Source: an optimization exercise on an open RTL-to-GDS flow (aim: small area). Production flows keep margins and buffers that such runs may drop.
Function was checked by simulation only, so behaviour that the tests miss may differ from the original.
Power figures rest on the tool's default switching activity, not on a simulated workload.

### design/flow/config.mk
export PLATFORM = sky130hd
export DESIGN_NAME = frecuenciometro
export DESIGN_NICKNAME = frecuenciometro
export VERILOG_FILES = /design/flow/design.v
export SDC_FILE = /design/flow/constraint.sdc
export NUM_CORES = 4
export LEC_CHECK = 0
export CAP_MARGIN = 20
export CORE_MARGIN = 2
export CORE_UTILIZATION = 40
export SLEW_MARGIN = 20
### design/flow/constraint.sdc
create_clock -name core_clock -period 45.0 [get_ports {clk}]
set_input_delay 9.0000 -clock core_clock [delete_from_list [all_inputs] [get_ports {clk}]]
set_output_delay 9.0000 -clock core_clock [all_outputs]
set_load 0.01 [all_outputs]
### design/flow/design.v
module freq_decoder #(
	parameter W = 4,
	parameter [111:0] TT = 112'h0
	) (
	input [3:0] decoder_in,
	output [0:6] decoder_out
	);
	genvar s;
	generate
		for (s = 0; s < 7; s = s + 1) begin : seg
			wire [15:0] t = TT[(6 - s) * 16 +: 16];
			assign decoder_out[s] = t[decoder_in];
		end
	endgenerate
endmodule
module frecuenciometro (
    input wire clk,
    input wire rst,
    input wire signal_in,
    output wire[0:6] display_unidad, display_decena, display_centena, display_mil, display_dmil, display_cmil
);
    localparam [19:0] TEND = 20'h41653;
    localparam [3:0] C0 = 4'd12, C1 = 4'd9;
    localparam [2:0] T0 = 3'd0;
    localparam [15:0] NX0 = 16'h7777, NX1 = 16'hec00, NX2 = 16'ha0af, NX3 = 16'hf8f8;
    localparam [15:0] L9 = 16'h00cc;
    localparam [7:0] TX0 = 8'h0f, TX1 = 8'h3e, TX2 = 8'hfc;
    reg        prev_signal;
    reg [19:0] timer;
    reg        ld;             
    reg [22:0] cnt;            
    reg [22:0] disp;           
    wire tend = (timer == TEND);
    wire clr  = rst | tend;
    wire inc  = signal_in & ~prev_signal & ~clr;
    wire cc   = ld | rst;      
    function [3:0] nxt(input [3:0] q);
        nxt = {NX3[q], NX2[q], NX1[q], NX0[q]};
    endfunction
    function [2:0] nxt_top(input [2:0] q);
        nxt_top = {TX2[q], TX1[q], TX0[q]};
    endfunction
    wire [5:0] en;             
    assign en[0] = inc;
    assign en[1] = en[0] & L9[cnt[3:0]];
    assign en[2] = en[1] & L9[cnt[7:4]];
    assign en[3] = en[2] & L9[cnt[11:8]];
    assign en[4] = en[3] & L9[cnt[15:12]];
    assign en[5] = en[4] & L9[cnt[19:16]];
    always @(posedge clk) begin
        prev_signal <= signal_in;
        timer <= ~({timer[18:0], timer[19] ^ timer[16]} | {20{clr}});
        ld <= clr;
        if (ld) disp <= cnt;
        cnt[3:0]   <= cc ? (inc ? C1 : C0) : (inc ? nxt(cnt[3:0]) : cnt[3:0]);
        cnt[7:4]   <= cc ? C0 : (en[1] ? nxt(cnt[7:4])   : cnt[7:4]);
        cnt[11:8]  <= cc ? C0 : (en[2] ? nxt(cnt[11:8])  : cnt[11:8]);
        cnt[15:12] <= cc ? C0 : (en[3] ? nxt(cnt[15:12]) : cnt[15:12]);
        cnt[19:16] <= cc ? C0 : (en[4] ? nxt(cnt[19:16]) : cnt[19:16]);
        cnt[22:20] <= cc ? T0 : (en[5] ? nxt_top(cnt[22:20]) : cnt[22:20]);
    end
    freq_decoder #(.W(4), .TT({16'h2200, 16'hc000, 16'h0003, 16'h2a00, 16'haaa8, 16'h0a33, 16'h1b11})) decoder_unidades (.decoder_in(disp[3:0]),   .decoder_out(display_unidad));
    freq_decoder #(.W(4), .TT({16'h2200, 16'hc000, 16'h0003, 16'h2a00, 16'haaa8, 16'h0a33, 16'h1b11})) decoder_decenas  (.decoder_in(disp[7:4]),   .decoder_out(display_decena));
    freq_decoder #(.W(4), .TT({16'h2200, 16'hc000, 16'h0003, 16'h2a00, 16'haaa8, 16'h0a33, 16'h1b11})) decoder_centenas (.decoder_in(disp[11:8]),  .decoder_out(display_centena));
    freq_decoder #(.W(4), .TT({16'h2200, 16'hc000, 16'h0003, 16'h2a00, 16'haaa8, 16'h0a33, 16'h1b11})) decoder_mil      (.decoder_in(disp[15:12]), .decoder_out(display_mil));
    freq_decoder #(.W(4), .TT({16'h2200, 16'hc000, 16'h0003, 16'h2a00, 16'haaa8, 16'h0a33, 16'h1b11})) decoder_dmil     (.decoder_in(disp[19:16]), .decoder_out(display_dmil));
    freq_decoder #(.W(3), .TT({16'h3232, 16'h4444, 16'h0c0c, 16'h3232, 16'hf2f2, 16'haaaa, 16'h0303})) decoder_cmil (.decoder_in({1'b0, disp[22:20]}), .decoder_out(display_cmil));
endmodule
### design/flow/flow/run.sh
#!/bin/bash
# Own layout flow: the standard synthesis, then the combinational logic
# between the (unchanged) registers is re-mapped by ABC for area; then the
# standard ORFS layout, with buf_1 port buffers and a leaner clock tree.
# Every tool writes its full output to a log file in this folder.
set -euo pipefail
W=$PWD
F=$W/flow
R=$W/orfs/results/sky130hd/frecuenciometro/base
LIB=$FLOW_HOME/platforms/sky130hd/lib/sky130_fd_sc_hd__tt_025C_1v80.lib
YOSYS=$(command -v yosys || echo "$FLOW_HOME/../tools/install/yosys/bin/yosys")

bash standard.sh synth > "$W/synth.log" 2>&1
cp "$R/1_2_yosys.v" "$W/std_synth.v"

cat > "$W/remap.ys" <<EOS
read_liberty -ignore_miss_func $LIB
read_verilog $W/std_synth.v
hierarchy -top $FLOW_TOP
setattr -mod -set keep_hierarchy 1 sky130_fd_sc_hd__dfxtp_1 sky130_fd_sc_hd__edfxtp_1
flatten
opt_clean
abc -liberty $LIB -dont_use sky130_fd_sc_hd__lpflow_* -dont_use sky130_fd_sc_hd__probe* -script $F/remap.abc
opt_clean -purge
setundef -zero
splitnets
opt_clean -purge
hilomap -singleton -hicell sky130_fd_sc_hd__conb_1 HI -locell sky130_fd_sc_hd__conb_1 LO
insbuf -buf sky130_fd_sc_hd__buf_1 A X
blackbox sky130_fd_sc_hd__dfxtp_1 sky130_fd_sc_hd__edfxtp_1
tee -o $W/remap_stat.txt stat -liberty $LIB
write_verilog -noattr -nohex -nodec $W/remap.v
EOS
"$YOSYS" -s "$W/remap.ys" > "$W/remap.log" 2>&1
cp "$W/remap.v" "$R/1_2_yosys.v"
rm -f "$R/1_synth.odb" "$R/1_synth.sdc"

export BUFFER_PORTS_ARGS="-buffer_cell sky130_fd_sc_hd__buf_1"
export CTS_ARGS="-sink_clustering_enable -repair_clock_nets -dont_use_dummy_load -buf_list sky130_fd_sc_hd__clkbuf_4"
bash standard.sh finish > "$W/finish.log" 2>&1
### design/flow/flow/remap.abc
strash
&get -n
&deepsyn -T 30
&put
&get -n
&dch -f
&nf -R 1000
&put
### design/flow/standard.sh
#!/bin/bash
# synth_recipe.tcl (not shown) runs the flow's synth.tcl, then flattens the netlist and writes it again
# the make line also repeats each setting of config.mk as NAME=value (left out here)
make -C /OpenROAD-flow-scripts/flow DESIGN_CONFIG=/design/flow/config.mk WORK_HOME=/design/flow/orfs CLKGATE_MAP_FILE= SYNTH_SCRIPT=/design/flow/synth_recipe.tcl "${@:-finish}"
==> impl_metrics.prom <==
# TYPE chip_impl_metric gauge
chip_impl_metric{name="insertion_delay",unit="ns"} 0.41
chip_impl_metric{name="p_leak",unit="nW"} 0.952
chip_impl_metric{name="synthesis.instances",unit=""} 212
chip_impl_metric{name="r2r.worst_path.cells",unit=""} 15
chip_impl_metric{name="cp.required",unit="ns"} 45.35
chip_impl_metric{name="number_of_global_route_vias_before_repair",unit=""} 1404
chip_impl_metric{name="fp.dieArea",unit="um2"} 6560
chip_impl_metric{name="number_of_antenna_violations_at_the_first_check_in_global_routing",unit=""} 0
chip_impl_metric{name="path_clk_slew",unit="ns"} 0.11
chip_impl_info{name="clock_tree.root_cell",value="sky130_fd_sc_hd__clkbuf_4"} 1
chip_impl_metric{name="port_buffers",unit=""} 44
chip_impl_metric{name="worst-r2r-setup-slack",unit="ns"} 41.61
chip_impl_metric{name="worst_hold_slack",unit="ns"} 0.403
chip_impl_metric{name="route.antenna.remaining_nets",unit=""} 0
chip_impl_metric{name="setup_viol",unit=""} 0
chip_impl_metric{name="power_density",unit="nW/um2"} 37.3
chip_impl_metric{name="crit_fanout",unit=""} 14
chip_impl_info{name="reg_to_reg_start",value="timer[12]$_DFF_P_"} 1
chip_impl_metric{name="worstPathArrival",unit="ns"} 12.12
chip_impl_metric{name="grt_pass1_wl",unit="mm"} 6.02
chip_impl_metric{name="finalWeightedCongestion",unit=""} 0.738
chip_impl_metric{name="routedWlPerCell",unit="um"} 11.1
chip_impl_metric{name="die_w",unit="um"} 81.0
chip_impl_metric{name="row_count",unit=""} 28
chip_impl_info{name="rsz0062_at_grt",value="no"} 1
chip_impl_info{name="outcome",value="finished clean"} 1
chip_impl_metric{name="netlist_area",unit="um2"} 2370
chip_impl_info{name="timing_worst_setup_path_type",value="input port to register"} 1
chip_impl_info{name="layout_commonest_cell",value="sky130_fd_sc_hd__buf_1"} 1
chip_impl_metric{name="clk_path_buf_depth",unit=""} 2
chip_impl_info{name="hp-start",value="timer[6]$_DFF_P_"} 1
chip_impl_metric{name="ctsHtreeMaxLevel",unit=""} 3
chip_impl_metric{name="antenna-diode-count",unit=""} 0
chip_impl_metric{name="detailedRoute.firstPassIterationCount",unit=""} 4
chip_impl_info{name="worstHoldPathType",value="register to register"} 1
chip_impl_metric{name="final.period_utilization",unit="%"} 26.1
chip_impl_metric{name="timing_hold_violations_final",unit=""} 0
chip_impl_metric{name="global_route.overflow_total",unit=""} 0
chip_impl_metric{name="irDropWorstVdd",unit="mV"} 0.0183
chip_impl_metric{name="synth.net_count",unit=""} 215
chip_impl_metric{name="avgSynthCellArea",unit="um2"} 11.2
chip_impl_metric{name="fin_tns_setup",unit="ns"} 0
chip_impl_metric{name="synthToLayoutAreaGrowth",unit="%"} 13.5
chip_impl_metric{name="hpwl",unit="mm"} 2.59
chip_impl_metric{name="timing.final.ws_setup",unit="ns"} 33.24
chip_impl_info{name="most_frequent_cells_in_the_layout",value="44 x sky130_fd_sc_hd__buf_1, 40 x sky130_fd_sc_hd__dfxtp_1, 36 x sky130_fd_sc_hd__nor2_1"} 1
chip_impl_metric{name="avgViaCountPerCell",unit=""} 4.96
chip_impl_info{name="end_kind",value="register"} 1
chip_impl_info{name="clock_tree_from_tritoncts",value="done"} 1
chip_impl_metric{name="final_util",unit="%"} 46.3
chip_impl_metric{name="wl",unit="mm"} 3.75
chip_impl_info{name="critical_path.reg2reg.endpoint",value="cnt[21]$_SDFFE_PN0P_"} 1
chip_impl_metric{name="numClockSinks",unit=""} 68
chip_impl_metric{name="synth_warnings",unit=""} 1
chip_impl_metric{name="maxSlewHeadroom",unit="%"} 52.3
chip_impl_metric{name="cts_made_buffers",unit=""} 9
chip_impl_metric{name="timing.final.max_slew_violations",unit=""} 0
chip_impl_metric{name="cap_viol_max_count",unit=""} 0
chip_impl_metric{name="die_h",unit="um"} 81.0
chip_impl_metric{name="finalWorstPathRequiredPeriod",unit="ns"} 11.76
chip_impl_metric{name="ioPinCount",unit=""} 45
chip_impl_metric{name="detailedPlace.worstSlack",unit="ns"} 32.83
chip_impl_metric{name="design.core.area",unit="um2"} 5820
chip_impl_metric{name="cts_resized",unit=""} 0
chip_impl_metric{name="drc",unit=""} 0
chip_impl_metric{name="route.vias.total",unit=""} 1678
chip_impl_metric{name="initial_utilization",unit="%"} 40.8
chip_impl_info{name="critPathLaunchType",value="input port"} 1
chip_impl_metric{name="design.final.nets",unit=""} 268
chip_impl_info{name="whs_endpoint",value="timer[7]$_DFF_P_"} 1
chip_impl_metric{name="post_cts_hold_buffer_count",unit=""} 0
chip_impl_metric{name="drt_iter0_markers",unit=""} 98
chip_impl_metric{name="grt_max_degree",unit=""} 28
chip_impl_metric{name="clock.fmax",unit="MHz"} 85.0
chip_impl_metric{name="post-cts-setup-buffer-count",unit=""} 0
chip_impl_metric{name="fin_worst_skew",unit="ns"} 0.0379
chip_impl_metric{name="hold_depth",unit=""} 1
chip_impl_metric{name="timing_worst_slew_pin_value",unit="ns"} 0.716
chip_impl_metric{name="layout-drive-gt1-share",unit="%"} 3.80
chip_impl_metric{name="global_route.usage.total",unit="%"} 12.4
## through the flow
step	std cells	instance area, um2	total power [mW]
after floorplan	212	2370	0.0731
after global placement	329	2620	0.0752
after detailed placement	329	2620	0.0753
after CTS	338	2690	0.101
after global routing	338	2690	0.105
final	338	2690	0.100
## how the worst max path moves through the flow
stage	endpoint	cells past startpoint	slack (ns)	from
finish	cnt[21]$_SDFFE_PN0P_	15	33.24	rst
global route	cnt[21]$_SDFFE_PN0P_	15	32.78	rst
CTS	cnt[21]$_SDFFE_PN0P_	15	33.26	rst
detailed placement	cnt[21]$_SDFFE_PN0P_	15	32.83	rst
global placement	cnt[21]$_SDFFE_PN0P_	15	32.96	rst
floorplan	cnt[21]$_SDFFE_PN0P_	14	33.53	rst
## cell type report
| cell class | count | area (um2) |
|---|---|---|
| fillers | 553 | 3120 |
| flip-flops and latches | 68 | 1630 |
| multi-input cells | 141 | 729 |
| repair buffers | 44 | 165 |
| well taps | 75 | 93.8 |
| clock buffers | 9 | 67.6 |
| inverters | 1 | 3.75 |
## where the power goes
group / internal [mW] / switching, mW / total [mW]
registers: 0.0664 / 0.00208 / 0.0685
clock network: 0.00927 / 0.0173 / 0.0266
logic: 0.00210 / 0.00323 / 0.00533
## worst max-delay path, cell delays in order
cell	delay, ns
sky130_fd_sc_hd__buf_1	0.19
sky130_fd_sc_hd__a41o_1	0.41
sky130_fd_sc_hd__nor3b_1	0.42
sky130_fd_sc_hd__and3b_1	0.36
sky130_fd_sc_hd__and2_0	0.22
sky130_fd_sc_hd__nand2_1	0.08
sky130_fd_sc_hd__nor2_1	0.20
sky130_fd_sc_hd__nand2_1	0.10
sky130_fd_sc_hd__nor2_1	0.20
sky130_fd_sc_hd__nand2_1	0.11
sky130_fd_sc_hd__nor2_1	0.17
sky130_fd_sc_hd__and2_0	0.28
sky130_fd_sc_hd__o21a_1	0.16
sky130_fd_sc_hd__o21ai_0	0.07
sky130_fd_sc_hd__a31oi_1	0.16
## flip-flops by register name, summed over array words and instances (netlist names)
register and flops:
cnt 23, disp 23, timer 20, ld 1, prev_signal 1
## routing by layer
layer,wire length [um],global-route usage (%)
met4,119,9.66
met2,1610,19.3
met1,1830,14.5
met5,0,0
met3,182,3.67

-- separate check: timing with driven ports --
Ports are ideal in the flow. The routed layout listed here was re-timed in OpenROAD.
Step 1 assumes that a clkbuf_16 drives the clock port and a buf_2 every other input.
Step 2 moves the port delays by t, midway between the first and last clock arrival at a register: inputs arrive t later, outputs are due t later. That takes back most of the time a late clock gives input paths.
Three values: ideal ports, drivers, drivers and shift; two values: the first two.
shift t [ns]: 0.417
setup WS [ns]: 33.235 / 33.234 / 32.817
worst setup path after step 2: input to register
worst register clock-pin slew, ns: 0.11 / 0.11
After both steps setup and hold are still met in this run. The setup slack of this run moves by -0.001 ns with the drivers and by -0.418 ns with both steps.
